This is an optimization exercise on Yosys and OpenROAD, whose aim is small area, not a production implementation.
Function was checked by simulation only, so behaviour that the tests miss may differ from the original.
No activity file was given, so power comes from the tool's default toggle rates.

==> design/flow/design.v <==
`timescale 1ns/1ps
module ctrl_s_axi
#(parameter
    C_S_AXI_ADDR_WIDTH = 6,
    C_S_AXI_DATA_WIDTH = 32
)(
    input  wire                          ACLK,
    input  wire                          ARESET,
    input  wire                          ACLK_EN,
    input  wire [C_S_AXI_ADDR_WIDTH-1:0] AWADDR,
    input  wire                          AWVALID,
    output wire                          AWREADY,
    input  wire [C_S_AXI_DATA_WIDTH-1:0] WDATA,
    input  wire [C_S_AXI_DATA_WIDTH/8-1:0] WSTRB,
    input  wire                          WVALID,
    output wire                          WREADY,
    output wire [1:0]                    BRESP,
    output wire                          BVALID,
    input  wire                          BREADY,
    input  wire [C_S_AXI_ADDR_WIDTH-1:0] ARADDR,
    input  wire                          ARVALID,
    output wire                          ARREADY,
    output wire [C_S_AXI_DATA_WIDTH-1:0] RDATA,
    output wire [1:0]                    RRESP,
    output wire                          RVALID,
    input  wire                          RREADY,
    output wire [0:0]                    en,
    output wire [2:0]                    sel,
    output wire [16:0]                   size
);
localparam
    ADDR_EN_DATA_0   = 6'h10,
    ADDR_EN_CTRL     = 6'h14,
    ADDR_SEL_DATA_0  = 6'h18,
    ADDR_SEL_CTRL    = 6'h1c,
    ADDR_SIZE_DATA_0 = 6'h20,
    ADDR_SIZE_CTRL   = 6'h24,
    WRIDLE           = 2'd0,
    WRDATA           = 2'd1,
    WRRESP           = 2'd2,
    WRRESET          = 2'd3,
    RDIDLE           = 2'd0,
    RDDATA           = 2'd1,
    RDRESET          = 2'd2,
    ADDR_BITS                = 6;
    reg  [1:0]                    wstate;
    reg  [1:0]                    wnext;
    reg  [ADDR_BITS-1:0]          waddr;
    wire [C_S_AXI_DATA_WIDTH-1:0] wmask;
    wire                          aw_hs;
    wire                          w_hs;
    reg  [1:0]                    rstate;
    reg  [1:0]                    rnext;
    reg  [C_S_AXI_DATA_WIDTH-1:0] rdata;
    wire                          ar_hs;
    wire [ADDR_BITS-1:0]          raddr;
    reg  [0:0]                    int_en;
    reg  [2:0]                    int_sel;
    reg  [16:0]                   int_size;
assign AWREADY = (wstate == WRIDLE);
assign WREADY  = (wstate == WRDATA);
assign BRESP   = 2'b00;   
assign BVALID  = (wstate == WRRESP);
assign wmask   = { {8{WSTRB[3]}}, {8{WSTRB[2]}}, {8{WSTRB[1]}}, {8{WSTRB[0]}} };
assign aw_hs   = AWVALID & AWREADY;
assign w_hs    = WVALID & WREADY;
always @(posedge ACLK) begin
    if (ARESET)
        wstate <= WRRESET;
    else if (ACLK_EN)
        wstate <= wnext;
end
always @(*) begin
    case (wstate)
        WRIDLE:
            if (AWVALID)
                wnext = WRDATA;
            else
                wnext = WRIDLE;
        WRDATA:
            if (WVALID)
                wnext = WRRESP;
            else
                wnext = WRDATA;
        WRRESP:
            if (BREADY)
                wnext = WRIDLE;
            else
                wnext = WRRESP;
        default:
            wnext = WRIDLE;
    endcase
end
always @(posedge ACLK) begin
    if (ACLK_EN) begin
        if (aw_hs)
            waddr <= AWADDR[ADDR_BITS-1:0];
    end
end
assign ARREADY = (rstate == RDIDLE);
assign RDATA   = rdata;
assign RRESP   = 2'b00;   
assign RVALID  = (rstate == RDDATA);
assign ar_hs   = ARVALID & ARREADY;
assign raddr   = ARADDR[ADDR_BITS-1:0];
always @(posedge ACLK) begin
    if (ARESET)
        rstate <= RDRESET;
    else if (ACLK_EN)
        rstate <= rnext;
end
always @(*) begin
    case (rstate)
        RDIDLE:
            if (ARVALID)
                rnext = RDDATA;
            else
                rnext = RDIDLE;
        RDDATA:
            if (RREADY & RVALID)
                rnext = RDIDLE;
            else
                rnext = RDDATA;
        default:
            rnext = RDIDLE;
    endcase
end
always @(posedge ACLK) begin
    if (ACLK_EN) begin
        if (ar_hs) begin
            rdata <= 'b0;
            case (raddr)
                ADDR_EN_DATA_0: begin
                    rdata <= int_en[0:0];
                end
                ADDR_SEL_DATA_0: begin
                    rdata <= int_sel[2:0];
                end
                ADDR_SIZE_DATA_0: begin
                    rdata <= int_size[16:0];
                end
            endcase
        end
    end
end
assign en   = int_en;
assign sel  = int_sel;
assign size = int_size;
always @(posedge ACLK) begin
    if (ARESET)
        int_en[0:0] <= 0;
    else if (ACLK_EN) begin
        if (w_hs && waddr == ADDR_EN_DATA_0)
            int_en[0:0] <= (WDATA[31:0] & wmask) | (int_en[0:0] & ~wmask);
    end
end
always @(posedge ACLK) begin
    if (ARESET)
        int_sel[2:0] <= 0;
    else if (ACLK_EN) begin
        if (w_hs && waddr == ADDR_SEL_DATA_0)
            int_sel[2:0] <= (WDATA[31:0] & wmask) | (int_sel[2:0] & ~wmask);
    end
end
always @(posedge ACLK) begin
    if (ARESET)
        int_size[16:0] <= 0;
    else if (ACLK_EN) begin
        if (w_hs && waddr == ADDR_SIZE_DATA_0)
            int_size[16:0] <= (WDATA[31:0] & wmask) | (int_size[16:0] & ~wmask);
    end
end
endmodule
`timescale 1 ns / 1 ps
module probe_core (clk,rst_n,en,sel,size,data_num,s0_axis_tdata,s0_axis_tvalid,s0_axis_tlast,s0_axis_tkeep,s0_axis_tstrb,s0_axis_tready,s1_axis_tdata,s1_axis_tvalid,s1_axis_tlast,s1_axis_tkeep,s1_axis_tstrb,s1_axis_tready,s2_axis_tdata,s2_axis_tvalid,s2_axis_tlast,s2_axis_tkeep,s2_axis_tstrb,s2_axis_tready,s3_axis_tdata,s3_axis_tvalid,s3_axis_tlast,s3_axis_tkeep,s3_axis_tstrb,s3_axis_tready,s4_axis_tdata,s4_axis_tvalid,s4_axis_tlast,s4_axis_tkeep,s4_axis_tstrb,s4_axis_tready,s5_axis_tdata,s5_axis_tvalid,s5_axis_tlast,s5_axis_tkeep,s5_axis_tstrb,s5_axis_tready,s6_axis_tdata,s6_axis_tvalid,s6_axis_tlast,s6_axis_tkeep,s6_axis_tstrb,s6_axis_tready,s7_axis_tdata,s7_axis_tvalid,s7_axis_tlast,s7_axis_tkeep,s7_axis_tstrb,s7_axis_tready,probe_axis_tdata,probe_axis_tvalid,probe_axis_tlast,probe_axis_tkeep,probe_axis_tstrb,probe_axis_tready,m0_axis_tdata,m0_axis_tvalid,m0_axis_tlast,m0_axis_tkeep,m0_axis_tstrb,m0_axis_tready,m1_axis_tdata,m1_axis_tvalid,m1_axis_tlast,m1_axis_tkeep,m1_axis_tstrb,m1_axis_tready,m2_axis_tdata,m2_axis_tvalid,m2_axis_tlast,m2_axis_tkeep,m2_axis_tstrb,m2_axis_tready,m3_axis_tdata,m3_axis_tvalid,m3_axis_tlast,m3_axis_tkeep,m3_axis_tstrb,m3_axis_tready,m4_axis_tdata,m4_axis_tvalid,m4_axis_tlast,m4_axis_tkeep,m4_axis_tstrb,m4_axis_tready,m5_axis_tdata,m5_axis_tvalid,m5_axis_tlast,m5_axis_tkeep,m5_axis_tstrb,m5_axis_tready,m6_axis_tdata,m6_axis_tvalid,m6_axis_tlast,m6_axis_tkeep,m6_axis_tstrb,m6_axis_tready,m7_axis_tdata,m7_axis_tvalid,m7_axis_tlast,m7_axis_tkeep,m7_axis_tstrb,m7_axis_tready);
parameter width=32;
parameter num=8;
parameter timeout=1000;
input clk;    
input rst_n;  
input en;                    
input [2:0] sel;             
input [16:0] size;           
output reg [16:0] data_num;  
input [width-1:0] s0_axis_tdata;    
input s0_axis_tvalid;
input s0_axis_tlast;
input [width/8-1:0] s0_axis_tkeep;
input [width/8-1:0] s0_axis_tstrb;
output reg s0_axis_tready;
input [width-1:0] s1_axis_tdata;    
input s1_axis_tvalid;
input s1_axis_tlast;
input [width/8-1:0] s1_axis_tkeep;
input [width/8-1:0] s1_axis_tstrb;
output reg s1_axis_tready;
input [width-1:0] s2_axis_tdata;    
input s2_axis_tvalid;
input s2_axis_tlast;
input [width/8-1:0] s2_axis_tkeep;
input [width/8-1:0] s2_axis_tstrb;
output reg s2_axis_tready;
input [width-1:0] s3_axis_tdata;    
input s3_axis_tvalid;
input s3_axis_tlast;
input [width/8-1:0] s3_axis_tkeep;
input [width/8-1:0] s3_axis_tstrb;
output reg s3_axis_tready;
input [width-1:0] s4_axis_tdata;    
input s4_axis_tvalid;
input s4_axis_tlast;
input [width/8-1:0] s4_axis_tkeep;
input [width/8-1:0] s4_axis_tstrb;
output reg s4_axis_tready;
input [width-1:0] s5_axis_tdata;    
input s5_axis_tvalid;
input s5_axis_tlast;
input [width/8-1:0] s5_axis_tkeep;
input [width/8-1:0] s5_axis_tstrb;
output reg s5_axis_tready;
input [width-1:0] s6_axis_tdata;    
input s6_axis_tvalid;
input s6_axis_tlast;
input [width/8-1:0] s6_axis_tkeep;
input [width/8-1:0] s6_axis_tstrb;
output reg s6_axis_tready;
input [width-1:0] s7_axis_tdata;    
input s7_axis_tvalid;
input s7_axis_tlast;
input [width/8-1:0] s7_axis_tkeep;
input [width/8-1:0] s7_axis_tstrb;
output reg s7_axis_tready;
output reg [width-1:0] probe_axis_tdata;   
output reg probe_axis_tvalid;
output reg probe_axis_tlast;
output reg [width/8-1:0] probe_axis_tkeep;
output reg [width/8-1:0] probe_axis_tstrb;
input probe_axis_tready;
output reg [width-1:0] m0_axis_tdata;      
output reg m0_axis_tvalid;
output reg m0_axis_tlast;
output reg [width/8-1:0] m0_axis_tkeep;
output reg [width/8-1:0] m0_axis_tstrb;
input m0_axis_tready;
output reg [width-1:0] m1_axis_tdata;      
output reg m1_axis_tvalid;
output reg m1_axis_tlast;
output reg [width/8-1:0] m1_axis_tkeep;
output reg [width/8-1:0] m1_axis_tstrb;
input m1_axis_tready;
output reg [width-1:0] m2_axis_tdata;      
output reg m2_axis_tvalid;
output reg m2_axis_tlast;
output reg [width/8-1:0] m2_axis_tkeep;
output reg [width/8-1:0] m2_axis_tstrb;
input m2_axis_tready;
output reg [width-1:0] m3_axis_tdata;      
output reg m3_axis_tvalid;
output reg m3_axis_tlast;
output reg [width/8-1:0] m3_axis_tkeep;
output reg [width/8-1:0] m3_axis_tstrb;
input m3_axis_tready;
output reg [width-1:0] m4_axis_tdata;      
output reg m4_axis_tvalid;
output reg m4_axis_tlast;
output reg [width/8-1:0] m4_axis_tkeep;
output reg [width/8-1:0] m4_axis_tstrb;
input m4_axis_tready;
output reg [width-1:0] m5_axis_tdata;      
output reg m5_axis_tvalid;
output reg m5_axis_tlast;
output reg [width/8-1:0] m5_axis_tkeep;
output reg [width/8-1:0] m5_axis_tstrb;
input m5_axis_tready;
output reg [width-1:0] m6_axis_tdata;      
output reg m6_axis_tvalid;
output reg m6_axis_tlast;
output reg [width/8-1:0] m6_axis_tkeep;
output reg [width/8-1:0] m6_axis_tstrb;
input m6_axis_tready;
output reg [width-1:0] m7_axis_tdata;      
output reg m7_axis_tvalid;
output reg m7_axis_tlast;
output reg [width/8-1:0] m7_axis_tkeep;
output reg [width/8-1:0] m7_axis_tstrb;
input m7_axis_tready;
always@(posedge clk or negedge rst_n)
begin
  if(!rst_n)
    begin
      s0_axis_tready<=0;
      m0_axis_tdata<=0;
      m0_axis_tvalid<=0;
      m0_axis_tlast<=0;
      m0_axis_tkeep<=0;
      m0_axis_tstrb<=0;
      s1_axis_tready<=0;
      m1_axis_tdata<=0;
      m1_axis_tvalid<=0;
      m1_axis_tlast<=0;
      m1_axis_tkeep<=0;
      m1_axis_tstrb<=0;
      s2_axis_tready<=0;
      m2_axis_tdata<=0;
      m2_axis_tvalid<=0;
      m2_axis_tlast<=0;
      m2_axis_tkeep<=0;
      m2_axis_tstrb<=0;
      s3_axis_tready<=0;
      m3_axis_tdata<=0;
      m3_axis_tvalid<=0;
      m3_axis_tlast<=0;
      m3_axis_tkeep<=0;
      m3_axis_tstrb<=0;
      s4_axis_tready<=0;
      m4_axis_tdata<=0;
      m4_axis_tvalid<=0;
      m4_axis_tlast<=0;
      m4_axis_tkeep<=0;
      m4_axis_tstrb<=0;
      s5_axis_tready<=0;
      m5_axis_tdata<=0;
      m5_axis_tvalid<=0;
      m5_axis_tlast<=0;
      m5_axis_tkeep<=0;
      m5_axis_tstrb<=0;
      s6_axis_tready<=0;
      m6_axis_tdata<=0;
      m6_axis_tvalid<=0;
      m6_axis_tlast<=0;
      m6_axis_tkeep<=0;
      m6_axis_tstrb<=0;
      s7_axis_tready<=0;
      m7_axis_tdata<=0;
      m7_axis_tvalid<=0;
      m7_axis_tlast<=0;
      m7_axis_tkeep<=0;
      m7_axis_tstrb<=0;
    end
  else
    begin
      s0_axis_tready<=m0_axis_tready;
      m0_axis_tdata<=s0_axis_tdata;
      m0_axis_tvalid<=s0_axis_tvalid;
      m0_axis_tlast<=s0_axis_tlast;
      m0_axis_tkeep<=s0_axis_tkeep;
      m0_axis_tstrb<=s0_axis_tstrb;
      s1_axis_tready<=m1_axis_tready;
      m1_axis_tdata<=s1_axis_tdata;
      m1_axis_tvalid<=s1_axis_tvalid;
      m1_axis_tlast<=s1_axis_tlast;
      m1_axis_tkeep<=s1_axis_tkeep;
      m1_axis_tstrb<=s1_axis_tstrb;
      s2_axis_tready<=m2_axis_tready;
      m2_axis_tdata<=s2_axis_tdata;
      m2_axis_tvalid<=s2_axis_tvalid;
      m2_axis_tlast<=s2_axis_tlast;
      m2_axis_tkeep<=s2_axis_tkeep;
      m2_axis_tstrb<=s2_axis_tstrb;
      s3_axis_tready<=m3_axis_tready;
      m3_axis_tdata<=s3_axis_tdata;
      m3_axis_tvalid<=s3_axis_tvalid;
      m3_axis_tlast<=s3_axis_tlast;
      m3_axis_tkeep<=s3_axis_tkeep;
      m3_axis_tstrb<=s3_axis_tstrb;
      s4_axis_tready<=m4_axis_tready;
      m4_axis_tdata<=s4_axis_tdata;
      m4_axis_tvalid<=s4_axis_tvalid;
      m4_axis_tlast<=s4_axis_tlast;
      m4_axis_tkeep<=s4_axis_tkeep;
      m4_axis_tstrb<=s4_axis_tstrb;
      s5_axis_tready<=m5_axis_tready;
      m5_axis_tdata<=s5_axis_tdata;
      m5_axis_tvalid<=s5_axis_tvalid;
      m5_axis_tlast<=s5_axis_tlast;
      m5_axis_tkeep<=s5_axis_tkeep;
      m5_axis_tstrb<=s5_axis_tstrb;
      s6_axis_tready<=m6_axis_tready;
      m6_axis_tdata<=s6_axis_tdata;
      m6_axis_tvalid<=s6_axis_tvalid;
      m6_axis_tlast<=s6_axis_tlast;
      m6_axis_tkeep<=s6_axis_tkeep;
      m6_axis_tstrb<=s6_axis_tstrb;
      s7_axis_tready<=m7_axis_tready;
      m7_axis_tdata<=s7_axis_tdata;
      m7_axis_tvalid<=s7_axis_tvalid;
      m7_axis_tlast<=s7_axis_tlast;
      m7_axis_tkeep<=s7_axis_tkeep;
      m7_axis_tstrb<=s7_axis_tstrb;
    end
end
reg en_reg;
always@(posedge clk or negedge rst_n)
begin
  if(!rst_n)
    en_reg<=0;
  else
    en_reg<=en;
end
reg [width-1:0] target_tdata;
reg target_tvalid;
reg target_tlast;
reg [width/8-1:0] target_tkeep;
reg [width/8-1:0] target_tstrb;
reg target_tready;
always@(*)
begin
  if(!rst_n)
    begin
      target_tdata=0;
      target_tvalid=0;
      target_tlast=0;
      target_tkeep=0;
      target_tstrb=0;
      target_tready=0;
    end
  else
    begin
      case(sel)
        3'd0 : begin
                 target_tdata=s0_axis_tdata;
                 target_tvalid=s0_axis_tvalid;
                 target_tlast=s0_axis_tlast;
                 target_tkeep=s0_axis_tkeep;
                 target_tstrb=s0_axis_tstrb;
                 target_tready=s0_axis_tready;
               end
        3'd1 : begin
                 target_tdata=s1_axis_tdata;
                 target_tvalid=s1_axis_tvalid;
                 target_tlast=s1_axis_tlast;
                 target_tkeep=s1_axis_tkeep;
                 target_tstrb=s1_axis_tstrb;
                 target_tready=s1_axis_tready;
               end
        3'd2 : begin
                 target_tdata=s2_axis_tdata;
                 target_tvalid=s2_axis_tvalid;
                 target_tlast=s2_axis_tlast;
                 target_tkeep=s2_axis_tkeep;
                 target_tstrb=s2_axis_tstrb;
                 target_tready=s2_axis_tready;
               end
        3'd3 : begin
                 target_tdata=s3_axis_tdata;
                 target_tvalid=s3_axis_tvalid;
                 target_tlast=s3_axis_tlast;
                 target_tkeep=s3_axis_tkeep;
                 target_tstrb=s3_axis_tstrb;
                 target_tready=s3_axis_tready;
               end
        3'd4 : begin
                 target_tdata=s4_axis_tdata;
                 target_tvalid=s4_axis_tvalid;
                 target_tlast=s4_axis_tlast;
                 target_tkeep=s4_axis_tkeep;
                 target_tstrb=s4_axis_tstrb;
                 target_tready=s4_axis_tready;
               end
        3'd5 : begin
                 target_tdata=s5_axis_tdata;
                 target_tvalid=s5_axis_tvalid;
                 target_tlast=s5_axis_tlast;
                 target_tkeep=s5_axis_tkeep;
                 target_tstrb=s5_axis_tstrb;
                 target_tready=s5_axis_tready;
               end
        3'd6 : begin
                 target_tdata=s6_axis_tdata;
                 target_tvalid=s6_axis_tvalid;
                 target_tlast=s6_axis_tlast;
                 target_tkeep=s6_axis_tkeep;
                 target_tstrb=s6_axis_tstrb;
                 target_tready=s6_axis_tready;
               end
        3'd7 : begin
                 target_tdata=s7_axis_tdata;
                 target_tvalid=s7_axis_tvalid;
                 target_tlast=s7_axis_tlast;
                 target_tkeep=s7_axis_tkeep;
                 target_tstrb=s7_axis_tstrb;
                 target_tready=s7_axis_tready;
               end
      endcase
    end
end
reg [15:0] wait_time;
reg [16:0] data_cnt;
reg [2:0] state;
localparam STATE_init=3'b001;      
localparam STATE_transfer=3'b010;  
localparam STATE_done=3'b100;      
always@(posedge clk or negedge rst_n)
begin
  if(!rst_n)
    begin
      state<=STATE_init;
      wait_time<=0;
      data_num<=0;
      data_cnt<=0;
      probe_axis_tdata<=0;
      probe_axis_tvalid<=0;
      probe_axis_tlast<=0;
      probe_axis_tkeep<=0;
      probe_axis_tstrb<=0;
    end
  else
    begin
      case(state)
        STATE_init : begin
                       if(!en_reg&&en)
                         begin
                           state<=STATE_transfer;
                           wait_time<=0;
                           data_num<=0;
                           data_cnt<=0;
                           probe_axis_tdata<=0;
                           probe_axis_tvalid<=0;
                           probe_axis_tlast<=0;
                           probe_axis_tkeep<=0;
                           probe_axis_tstrb<=0;
                         end
                       else
                         begin
                           state<=STATE_init;
                           wait_time<=0;
                           data_num<=data_num;
                           data_cnt<=0;
                           probe_axis_tdata<=0;
                           probe_axis_tvalid<=0;
                           probe_axis_tlast<=0;
                           probe_axis_tkeep<=0;
                           probe_axis_tstrb<=0;
                         end
                     end
        STATE_transfer : begin
                           if(probe_axis_tready&&target_tready)
                             begin
                               if(probe_axis_tvalid)  
                                 data_num<=data_num+1;
                               else
                                 data_num<=data_num;
                               if(target_tvalid)  
                                 begin
                                   wait_time<=0;
                                   data_cnt<=data_cnt+1;
                                   probe_axis_tdata<=target_tdata;
                                   probe_axis_tvalid<=target_tvalid;
                                   probe_axis_tkeep<=target_tkeep;
                                   probe_axis_tstrb<=target_tstrb;
                                   if(data_cnt==size-1)  
                                     begin
                                       state<=STATE_done;
                                       probe_axis_tlast<=1;
                                     end
                                   else
                                     begin
                                       state<=state;
                                       probe_axis_tlast<=0;
                                     end
                                 end
                               else  
                                 begin
                                   if(wait_time==timeout)
                                     begin
                                       state<=STATE_done;
                                       wait_time<=wait_time;
                                       data_cnt<=data_cnt;
                                       probe_axis_tdata<=0;
                                       probe_axis_tvalid<=1;
                                       probe_axis_tlast<=1;
                                       probe_axis_tkeep<=(1<<(width/8))-1;
                                       probe_axis_tstrb<=(1<<(width/8))-1;
                                     end
                                   else
                                     begin
                                       state<=state;
                                       wait_time<=wait_time+1;
                                       data_cnt<=data_cnt;
                                       probe_axis_tdata<=0;
                                       probe_axis_tvalid<=0;
                                       probe_axis_tlast<=0;
                                       probe_axis_tkeep<=0;
                                       probe_axis_tstrb<=0;
                                     end
                                 end
                             end
                           else
                             begin
                               state<=state;
                               wait_time<=wait_time;
                               data_num<=data_num;
                               data_cnt<=data_cnt;
                               probe_axis_tdata<=probe_axis_tdata;
                               probe_axis_tvalid<=probe_axis_tvalid;
                               probe_axis_tlast<=probe_axis_tlast;
                               probe_axis_tkeep<=probe_axis_tkeep;
                               probe_axis_tstrb<=probe_axis_tstrb;
                             end
                         end
        STATE_done : begin
                       if(probe_axis_tready)
                         begin
                           state<=STATE_init;
                           wait_time<=0;
                           data_cnt<=0;
                           probe_axis_tdata<=0;
                           probe_axis_tvalid<=0;
                           probe_axis_tlast<=0;
                           probe_axis_tkeep<=0;
                           probe_axis_tstrb<=0;
                           if(wait_time==0)  
                             data_num<=data_num+1;
                           else  
                             data_num<=data_num;
                         end
                       else
                         begin
                           state<=state;
                           wait_time<=wait_time;
                           data_num<=data_num;
                           data_cnt<=data_cnt;
                           probe_axis_tdata<=probe_axis_tdata;
                           probe_axis_tvalid<=probe_axis_tvalid;
                           probe_axis_tlast<=probe_axis_tlast;
                           probe_axis_tkeep<=probe_axis_tkeep;
                           probe_axis_tstrb<=probe_axis_tstrb;
                         end
                     end
        default : begin
                    state<=STATE_init;
                    wait_time<=0;
                    data_num<=0;
                    data_cnt<=0;
                    probe_axis_tdata<=0;
                    probe_axis_tvalid<=0;
                    probe_axis_tlast<=0;
                    probe_axis_tkeep<=0;
                    probe_axis_tstrb<=0;
                  end
      endcase
    end
end
endmodule
`timescale 1 ns / 1 ps
module dma_probe (ap_clk,ap_rst_n,s_axi_control_AWVALID,s_axi_control_AWREADY,s_axi_control_AWADDR,s_axi_control_WVALID,s_axi_control_WREADY,s_axi_control_WDATA,s_axi_control_WSTRB,s_axi_control_ARVALID,s_axi_control_ARREADY,s_axi_control_ARADDR,s_axi_control_RVALID,s_axi_control_RREADY,s_axi_control_RDATA,s_axi_control_RRESP,s_axi_control_BVALID,s_axi_control_BREADY,s_axi_control_BRESP,data_num,s0_axis_tdata,s0_axis_tvalid,s0_axis_tlast,s0_axis_tkeep,s0_axis_tready,s1_axis_tdata,s1_axis_tvalid,s1_axis_tlast,s1_axis_tkeep,s1_axis_tready,s2_axis_tdata,s2_axis_tvalid,s2_axis_tlast,s2_axis_tkeep,s2_axis_tready,s3_axis_tdata,s3_axis_tvalid,s3_axis_tlast,s3_axis_tkeep,s3_axis_tready,s4_axis_tdata,s4_axis_tvalid,s4_axis_tlast,s4_axis_tkeep,s4_axis_tready,s5_axis_tdata,s5_axis_tvalid,s5_axis_tlast,s5_axis_tkeep,s5_axis_tready,s6_axis_tdata,s6_axis_tvalid,s6_axis_tlast,s6_axis_tkeep,s6_axis_tready,s7_axis_tdata,s7_axis_tvalid,s7_axis_tlast,s7_axis_tkeep,s7_axis_tready,probe_axis_tdata,probe_axis_tvalid,probe_axis_tlast,probe_axis_tkeep,probe_axis_tready,m0_axis_tdata,m0_axis_tvalid,m0_axis_tlast,m0_axis_tkeep,m0_axis_tready,m1_axis_tdata,m1_axis_tvalid,m1_axis_tlast,m1_axis_tkeep,m1_axis_tready,m2_axis_tdata,m2_axis_tvalid,m2_axis_tlast,m2_axis_tkeep,m2_axis_tready,m3_axis_tdata,m3_axis_tvalid,m3_axis_tlast,m3_axis_tkeep,m3_axis_tready,m4_axis_tdata,m4_axis_tvalid,m4_axis_tlast,m4_axis_tkeep,m4_axis_tready,m5_axis_tdata,m5_axis_tvalid,m5_axis_tlast,m5_axis_tkeep,m5_axis_tready,m6_axis_tdata,m6_axis_tvalid,m6_axis_tlast,m6_axis_tkeep,m6_axis_tready,m7_axis_tdata,m7_axis_tvalid,m7_axis_tlast,m7_axis_tkeep,m7_axis_tready);
parameter width=32;
parameter num=8;
parameter timeout=1000;
localparam C_S_AXI_CONTROL_ADDR_WIDTH=6;
localparam C_S_AXI_CONTROL_DATA_WIDTH=32;
localparam C_S_AXI_CONTROL_WSTRB_WIDTH=(32/8);
input ap_clk;
input ap_rst_n;
input s_axi_control_AWVALID;
output s_axi_control_AWREADY;
input [C_S_AXI_CONTROL_ADDR_WIDTH-1:0] s_axi_control_AWADDR;
input s_axi_control_WVALID;
output s_axi_control_WREADY;
input [C_S_AXI_CONTROL_DATA_WIDTH-1:0] s_axi_control_WDATA;
input [C_S_AXI_CONTROL_WSTRB_WIDTH-1:0] s_axi_control_WSTRB;
input s_axi_control_ARVALID;
output s_axi_control_ARREADY;
input [C_S_AXI_CONTROL_ADDR_WIDTH-1:0] s_axi_control_ARADDR;
output s_axi_control_RVALID;
input s_axi_control_RREADY;
output [C_S_AXI_CONTROL_DATA_WIDTH-1:0] s_axi_control_RDATA;
output [1:0] s_axi_control_RRESP;
output s_axi_control_BVALID;
input s_axi_control_BREADY;
output [1:0] s_axi_control_BRESP;
output [16:0] data_num;             
input [width-1:0] s0_axis_tdata;    
input s0_axis_tvalid;
input s0_axis_tlast;
input [width/8-1:0] s0_axis_tkeep;
output s0_axis_tready;
input [width-1:0] s1_axis_tdata;    
input s1_axis_tvalid;
input s1_axis_tlast;
input [width/8-1:0] s1_axis_tkeep;
output s1_axis_tready;
input [width-1:0] s2_axis_tdata;    
input s2_axis_tvalid;
input s2_axis_tlast;
input [width/8-1:0] s2_axis_tkeep;
output s2_axis_tready;
input [width-1:0] s3_axis_tdata;    
input s3_axis_tvalid;
input s3_axis_tlast;
input [width/8-1:0] s3_axis_tkeep;
output s3_axis_tready;
input [width-1:0] s4_axis_tdata;    
input s4_axis_tvalid;
input s4_axis_tlast;
input [width/8-1:0] s4_axis_tkeep;
output s4_axis_tready;
input [width-1:0] s5_axis_tdata;    
input s5_axis_tvalid;
input s5_axis_tlast;
input [width/8-1:0] s5_axis_tkeep;
output s5_axis_tready;
input [width-1:0] s6_axis_tdata;    
input s6_axis_tvalid;
input s6_axis_tlast;
input [width/8-1:0] s6_axis_tkeep;
output s6_axis_tready;
input [width-1:0] s7_axis_tdata;    
input s7_axis_tvalid;
input s7_axis_tlast;
input [width/8-1:0] s7_axis_tkeep;
output s7_axis_tready;
output [width-1:0] probe_axis_tdata;   
output probe_axis_tvalid;
output probe_axis_tlast;
output [width/8-1:0] probe_axis_tkeep;
input probe_axis_tready;
output [width-1:0] m0_axis_tdata;      
output m0_axis_tvalid;
output m0_axis_tlast;
output [width/8-1:0] m0_axis_tkeep;
input m0_axis_tready;
output [width-1:0] m1_axis_tdata;      
output m1_axis_tvalid;
output m1_axis_tlast;
output [width/8-1:0] m1_axis_tkeep;
input m1_axis_tready;
output [width-1:0] m2_axis_tdata;      
output m2_axis_tvalid;
output m2_axis_tlast;
output [width/8-1:0] m2_axis_tkeep;
input m2_axis_tready;
output [width-1:0] m3_axis_tdata;      
output m3_axis_tvalid;
output m3_axis_tlast;
output [width/8-1:0] m3_axis_tkeep;
input m3_axis_tready;
output [width-1:0] m4_axis_tdata;      
output m4_axis_tvalid;
output m4_axis_tlast;
output [width/8-1:0] m4_axis_tkeep;
input m4_axis_tready;
output [width-1:0] m5_axis_tdata;      
output m5_axis_tvalid;
output m5_axis_tlast;
output [width/8-1:0] m5_axis_tkeep;
input m5_axis_tready;
output [width-1:0] m6_axis_tdata;      
output m6_axis_tvalid;
output m6_axis_tlast;
output [width/8-1:0] m6_axis_tkeep;
input m6_axis_tready;
output [width-1:0] m7_axis_tdata;      
output m7_axis_tvalid;
output m7_axis_tlast;
output [width/8-1:0] m7_axis_tkeep;
input m7_axis_tready;
wire en;
wire [2:0] sel;
wire [16:0] size;
ctrl_s_axi #(
    .C_S_AXI_ADDR_WIDTH(C_S_AXI_CONTROL_ADDR_WIDTH),
    .C_S_AXI_DATA_WIDTH(C_S_AXI_CONTROL_DATA_WIDTH))
U_ctrl_s_axi(
    .AWVALID(s_axi_control_AWVALID),
    .AWREADY(s_axi_control_AWREADY),
    .AWADDR(s_axi_control_AWADDR),
    .WVALID(s_axi_control_WVALID),
    .WREADY(s_axi_control_WREADY),
    .WDATA(s_axi_control_WDATA),
    .WSTRB(s_axi_control_WSTRB),
    .ARVALID(s_axi_control_ARVALID),
    .ARREADY(s_axi_control_ARREADY),
    .ARADDR(s_axi_control_ARADDR),
    .RVALID(s_axi_control_RVALID),
    .RREADY(s_axi_control_RREADY),
    .RDATA(s_axi_control_RDATA),
    .RRESP(s_axi_control_RRESP),
    .BVALID(s_axi_control_BVALID),
    .BREADY(s_axi_control_BREADY),
    .BRESP(s_axi_control_BRESP),
    .ACLK(ap_clk),
    .ARESET(!ap_rst_n),
    .ACLK_EN(1'b1),
    .en(en),
    .sel(sel),
    .size(size)
);
probe_core #(
    .width(width),
    .num(num),
    .timeout(timeout))
U_core(
    .clk(ap_clk),
    .rst_n(ap_rst_n),
    .en(en),
    .sel(sel),
    .size(size),
    .data_num(data_num),
    .s0_axis_tdata(s0_axis_tdata),
    .s0_axis_tvalid(s0_axis_tvalid),
    .s0_axis_tlast(s0_axis_tlast),
    .s0_axis_tkeep(s0_axis_tkeep),
    .s0_axis_tstrb(0),
    .s0_axis_tready(s0_axis_tready),
    .s1_axis_tdata(s1_axis_tdata),
    .s1_axis_tvalid(s1_axis_tvalid),
    .s1_axis_tlast(s1_axis_tlast),
    .s1_axis_tkeep(s1_axis_tkeep),
    .s1_axis_tstrb(0),
    .s1_axis_tready(s1_axis_tready),
    .s2_axis_tdata(s2_axis_tdata),
    .s2_axis_tvalid(s2_axis_tvalid),
    .s2_axis_tlast(s2_axis_tlast),
    .s2_axis_tkeep(s2_axis_tkeep),
    .s2_axis_tstrb(0),
    .s2_axis_tready(s2_axis_tready),
    .s3_axis_tdata(s3_axis_tdata),
    .s3_axis_tvalid(s3_axis_tvalid),
    .s3_axis_tlast(s3_axis_tlast),
    .s3_axis_tkeep(s3_axis_tkeep),
    .s3_axis_tstrb(0),
    .s3_axis_tready(s3_axis_tready),
    .s4_axis_tdata(s4_axis_tdata),
    .s4_axis_tvalid(s4_axis_tvalid),
    .s4_axis_tlast(s4_axis_tlast),
    .s4_axis_tkeep(s4_axis_tkeep),
    .s4_axis_tstrb(0),
    .s4_axis_tready(s4_axis_tready),
    .s5_axis_tdata(s5_axis_tdata),
    .s5_axis_tvalid(s5_axis_tvalid),
    .s5_axis_tlast(s5_axis_tlast),
    .s5_axis_tkeep(s5_axis_tkeep),
    .s5_axis_tstrb(0),
    .s5_axis_tready(s5_axis_tready),
    .s6_axis_tdata(s6_axis_tdata),
    .s6_axis_tvalid(s6_axis_tvalid),
    .s6_axis_tlast(s6_axis_tlast),
    .s6_axis_tkeep(s6_axis_tkeep),
    .s6_axis_tstrb(0),
    .s6_axis_tready(s6_axis_tready),
    .s7_axis_tdata(s7_axis_tdata),
    .s7_axis_tvalid(s7_axis_tvalid),
    .s7_axis_tlast(s7_axis_tlast),
    .s7_axis_tkeep(s7_axis_tkeep),
    .s7_axis_tstrb(0),
    .s7_axis_tready(s7_axis_tready),
    .probe_axis_tdata(probe_axis_tdata),
    .probe_axis_tvalid(probe_axis_tvalid),
    .probe_axis_tlast(probe_axis_tlast),
    .probe_axis_tkeep(probe_axis_tkeep),
    .probe_axis_tstrb(),
    .probe_axis_tready(probe_axis_tready),
    .m0_axis_tdata(m0_axis_tdata),
    .m0_axis_tvalid(m0_axis_tvalid),
    .m0_axis_tlast(m0_axis_tlast),
    .m0_axis_tkeep(m0_axis_tkeep),
    .m0_axis_tstrb(),
    .m0_axis_tready(m0_axis_tready),
    .m1_axis_tdata(m1_axis_tdata),
    .m1_axis_tvalid(m1_axis_tvalid),
    .m1_axis_tlast(m1_axis_tlast),
    .m1_axis_tkeep(m1_axis_tkeep),
    .m1_axis_tstrb(),
    .m1_axis_tready(m1_axis_tready),
    .m2_axis_tdata(m2_axis_tdata),
    .m2_axis_tvalid(m2_axis_tvalid),
    .m2_axis_tlast(m2_axis_tlast),
    .m2_axis_tkeep(m2_axis_tkeep),
    .m2_axis_tstrb(),
    .m2_axis_tready(m2_axis_tready),
    .m3_axis_tdata(m3_axis_tdata),
    .m3_axis_tvalid(m3_axis_tvalid),
    .m3_axis_tlast(m3_axis_tlast),
    .m3_axis_tkeep(m3_axis_tkeep),
    .m3_axis_tstrb(),
    .m3_axis_tready(m3_axis_tready),
    .m4_axis_tdata(m4_axis_tdata),
    .m4_axis_tvalid(m4_axis_tvalid),
    .m4_axis_tlast(m4_axis_tlast),
    .m4_axis_tkeep(m4_axis_tkeep),
    .m4_axis_tstrb(),
    .m4_axis_tready(m4_axis_tready),
    .m5_axis_tdata(m5_axis_tdata),
    .m5_axis_tvalid(m5_axis_tvalid),
    .m5_axis_tlast(m5_axis_tlast),
    .m5_axis_tkeep(m5_axis_tkeep),
    .m5_axis_tstrb(),
    .m5_axis_tready(m5_axis_tready),
    .m6_axis_tdata(m6_axis_tdata),
    .m6_axis_tvalid(m6_axis_tvalid),
    .m6_axis_tlast(m6_axis_tlast),
    .m6_axis_tkeep(m6_axis_tkeep),
    .m6_axis_tstrb(),
    .m6_axis_tready(m6_axis_tready),
    .m7_axis_tdata(m7_axis_tdata),
    .m7_axis_tvalid(m7_axis_tvalid),
    .m7_axis_tlast(m7_axis_tlast),
    .m7_axis_tkeep(m7_axis_tkeep),
    .m7_axis_tstrb(),
    .m7_axis_tready(m7_axis_tready)
);
endmodule
==> design/flow/run.sh <==
#!/bin/bash
# synth_recipe.tcl (not shown) runs the flow's synth.tcl, then flattens the netlist and writes it again
# the make line also repeats each setting of config.mk as NAME=value (left out here)
make -C /OpenROAD-flow-scripts/flow DESIGN_CONFIG=/design/flow/config.mk WORK_HOME=/design/flow/orfs CLKGATE_MAP_FILE= SYNTH_SCRIPT=/design/flow/synth_recipe.tcl finish
==> design/flow/config.mk <==
export PLATFORM = sky130hd
export DESIGN_NAME = dma_probe
export DESIGN_NICKNAME = dma_probe
export VERILOG_FILES = /design/flow/design.v
export SDC_FILE = /design/flow/constraint.sdc
export NUM_CORES = 4
export LEC_CHECK = 0
export CAP_MARGIN = 20
export CORE_AREA = 5 5 245 245
export DIE_AREA = 0 0 250 250
export SLEW_MARGIN = 20
==> design/flow/constraint.sdc <==
create_clock -name core_clock -period 5.0 [get_ports {ap_clk}]
set_input_delay 1.0000 -clock core_clock [delete_from_list [all_inputs] [get_ports {ap_clk}]]
set_output_delay 1.0000 -clock core_clock [all_outputs]
set_load 0.01 [all_outputs]
==> qor.csv <==
stage,metric,value,unit
drt,DRT iter0 DRCs,837,
power_and_ir_drop,LEAKAGE,10.89,nW
sta,crit share post-route,75.29,%
synthesis,Yosys top cell area share,58.88,%
synthesis,cell count after synthesis,1361,
synthesis,Cell variety after synth,84,
sta,top achievable clock speed,265.6,MHz
floorplan,Die Height,250,um
synthesis,Post-synth top cells,"dfrtp_1, nand2_1, a21oi_1",
clock_tree,CTS H-tree depth,2,
power_and_ir_drop,VDD IR max,0.2951,mV
floorplan,row cnt,88,
placement,DP Area,0.02536,mm2
critical_path,CP Launch Type,flop,
floorplan,io pins,776,
sta,RSZ-0062 raised after global routing,no,
global_route,largest net degree at the start of global routing,157,
placement,DP Wirelength,65.69,mm
sta,fin. max-slew vios,0,
layout,Layout Area Growth over Synthesis,58.42,%
synthesis,Yosys reg bits,452,
sta,Tightest Pin Transition,1.017,ns
layout,Final #Nets,2478,
synthesis,Mapped Area,0.01713,mm2
drt,via count,14644,
drt,DR pass1 iterations,5,
global_route,first-pass GRT wire length,114.2,mm
drt,Routed WL,82.62,mm
global_route,initial antenna violation count,40,
clock_tree,"Clk pin slew, worst setup/hold paths",0.06,ns
placement,IO Port Bufs,740,
critical_path,crit end category,flop,
sta,Rel. slew slack,32.17,%
critical_path,Worst Path Arrival,4.27,ns
placement,pre-CTS setup slack,0.7232,ns
clock_tree,number of setup buffers added after CTS,0,
clock_tree,worst-skew pair later-pin latency,0.59,ns
sta,setup slack after layout,1.235,ns
power_and_ir_drop,power per cell area,318.3,mW/mm2
drt,DR WL/cell,28.18,um
synthesis,Synth area leaders,"dfrtp_1, edfxtp_1, dfxtp_1",
status,status,finished clean,
synthesis,Synth Flop Type,dfrtp_1,
global_route,vias in the first global route,14798,
synthesis,Avg Inst Size Synth,12.58,um2
sta,Setup Skew,0.01764,ns
layout,post-route cell area,0.02713,mm2
critical_path,CP required,5.51,ns
drt,DRC,0,
synthesis,Synth area leader,dfrtp_1,
clock_tree,hold-fix buffers at CTS,0,
floorplan,CORE AREA,0.05737,mm2
critical_path,CP max FO,30,
clock_tree,clock root cell,clkbuf_16,
run,Max Cap Violations,0,
clock_tree,CTS Buf Count,51,
floorplan,die area,0.06250,mm2
synthesis,number of synthesized flops with an enable pin,23,
synthesis,Syn. warnings,10,
clock_tree,TritonCTS clock tree,done,
sta,setup TNS,0,ns
global_route,grt total ovfl,0,
sta,Final Critical Period,3.765,ns
min_path,Hold Path Class,input pin to async pin,
drt,post-route ant nets,0,
synthesis,post-synthesis sequential area ratio,65.99,%
clock_tree,CTS Sinks,452,
clock_tree,Max Buffers Root-to-Sink,3,
sta,Final Hold Fails,0,
layout,layout cells sized above 1,7.929,%
floorplan,die width,250,um
synthesis,Async SR Flop Fraction,89.38,%
floorplan,initial core utilization,29.86,%
critical_path,critical setup path kind,flop to flop,
placement,post-placement cell count,2817,
clock_tree,post_cts resized,0,
sta,final setup violation count,0,
placement,Final GP Congestion,0.9958,
synthesis,most common cell in the synthesized netlist,dfrtp_1,
global_route,gr usage total,25.35,%
layout,final std cells w/o fill,2932,
drt,via/cell ratio,4.995,
[through the flow]
step / hold WS [ns] / power [mW] / util [%]
finish: 0.3388 / 8.637 / 47.30
global route: 0.3262 / 8.946 / 47.28
CTS: 0.3120 / 8.733 / 47.19
detailed placement: 0.4129 / 4.856 / 44.20
global placement: 0.4110 / 4.849 / 44.20
floorplan: 0.3528 / 4.086 / -
[cell usage in the layout (no fill, tap or decap), types with 24 or more instances in the layout]
cell	Yosys	routed
nor2_1	66	65
mux2i_1	34	34
a21oi_1	93	93
o21ai_1	28	28
o21ai_0	39	39
dfrtp_1	403	403
clkbuf_16	0	52
nand3_1	51	51
nand2_1	119	119
or3_1	25	24
clkdlybuf4s50_1	0	739
[worst max-delay path, stage by stage (launching register included)]
cell      delay (ns)
dfxtp_4         0.67
or3_2           0.21
buf_4           0.42
o21ai_0         0.21
a31oi_2         0.79
o221ai_1        0.64
or4_1           0.58
a21oi_1         0.15
[power by group]
group          switching (mW)  total, mW  internal, mW
combinational           0.402      0.914         0.512
sequential             0.0493       3.87          3.82
clock                    1.57       3.86          2.28
[cells by family (layout without fill, tap and decap cells)]
| group | count (synthesis) | after routing | share of synthesized area [%] |
|---|---|---|---|
| mux | 69 | 69 | 5.603 |
| buf+inv | 112 | 877 | 3.105 |
| other cells | 1 | 42 | 0.02190 |
| compound gates | 322 | 322 | 12.54 |
| flops | 452 | 452 | 65.99 |
| fa+ha+maj | 5 | 5 | 0.3653 |
| simple gates | 379 | 379 | 11.29 |
| xor+xnor | 21 | 21 | 1.074 |
[cell type report]
type | instances | area [um2]
fill | 5199 | 30230
sequential | 452 | 11310
timing repair buffer | 762 | 7631
multi-input combinational | 815 | 5375
clock buffer | 67 | 1438
tap | 765 | 957.2
clock inverter | 25 | 276.5
inverter | 23 | 86.33
antenna | 23 | 57.56
[worst paths after layout]
path                                           end  cells after the start  slack [ns]
max reg2reg                    U_core.data_cnt[16]                      7        1.24
min in group core_clock              U_core.en_reg                      0        0.41
max in group asynchronous  U_core.m4_axis_tdata[5]                      3        2.69
min                          U_core.m1_axis_tvalid                      1        0.34
min reg2reg                          U_core.en_reg                      0        0.41
max                            U_core.data_cnt[16]                      7        1.24
[metal layers]
layer | track usage [%] | part of all wire, % | up-vias
met5 | 0 | 0.092 | -
met4 | 11.76 | 4.6 | 12
met3 | 8.608 | 9.0 | 150
met2 | 41.18 | 48 | 741
met1 | 30.57 | 38 | 7310
li1 | - | - | 6431

==> separate check: timing with driven ports <==
In the flow no input, the clock included, has a driving cell. The finished layout below was timed again as built, in two steps. Step 1 (the two cells are an assumption about what drives the block):
set clk [get_ports {ap_clk}]
set_driving_cell -lib_cell sky130_fd_sc_hd__clkbuf_16 $clk
set_driving_cell -lib_cell sky130_fd_sc_hd__buf_2 [delete_from_list [all_inputs] $clk]
Step 2 adds t to the input delays and takes it off the output delays; t is the mean of the earliest and latest rising clock arrival at the registers after step 1. Input paths then give back, and output paths get back, about the clock's delay inside the block. Three values: no drivers, after step 1, after step 2; two values: the first two.
shift t [ns]: 0.639
slack for setup (ns): 1.235 / 1.235 / 0.770
hold slack, ns: 0.339 / 0.338 / 0.413
worst setup path after step 2: input to register
slew at the worst register clock pin (ns): 0.07 / 0.07
After both steps this run still meets setup and hold. For this run, drivers alone change the setup slack by 0.000 ns; drivers and shift together by -0.465 ns.
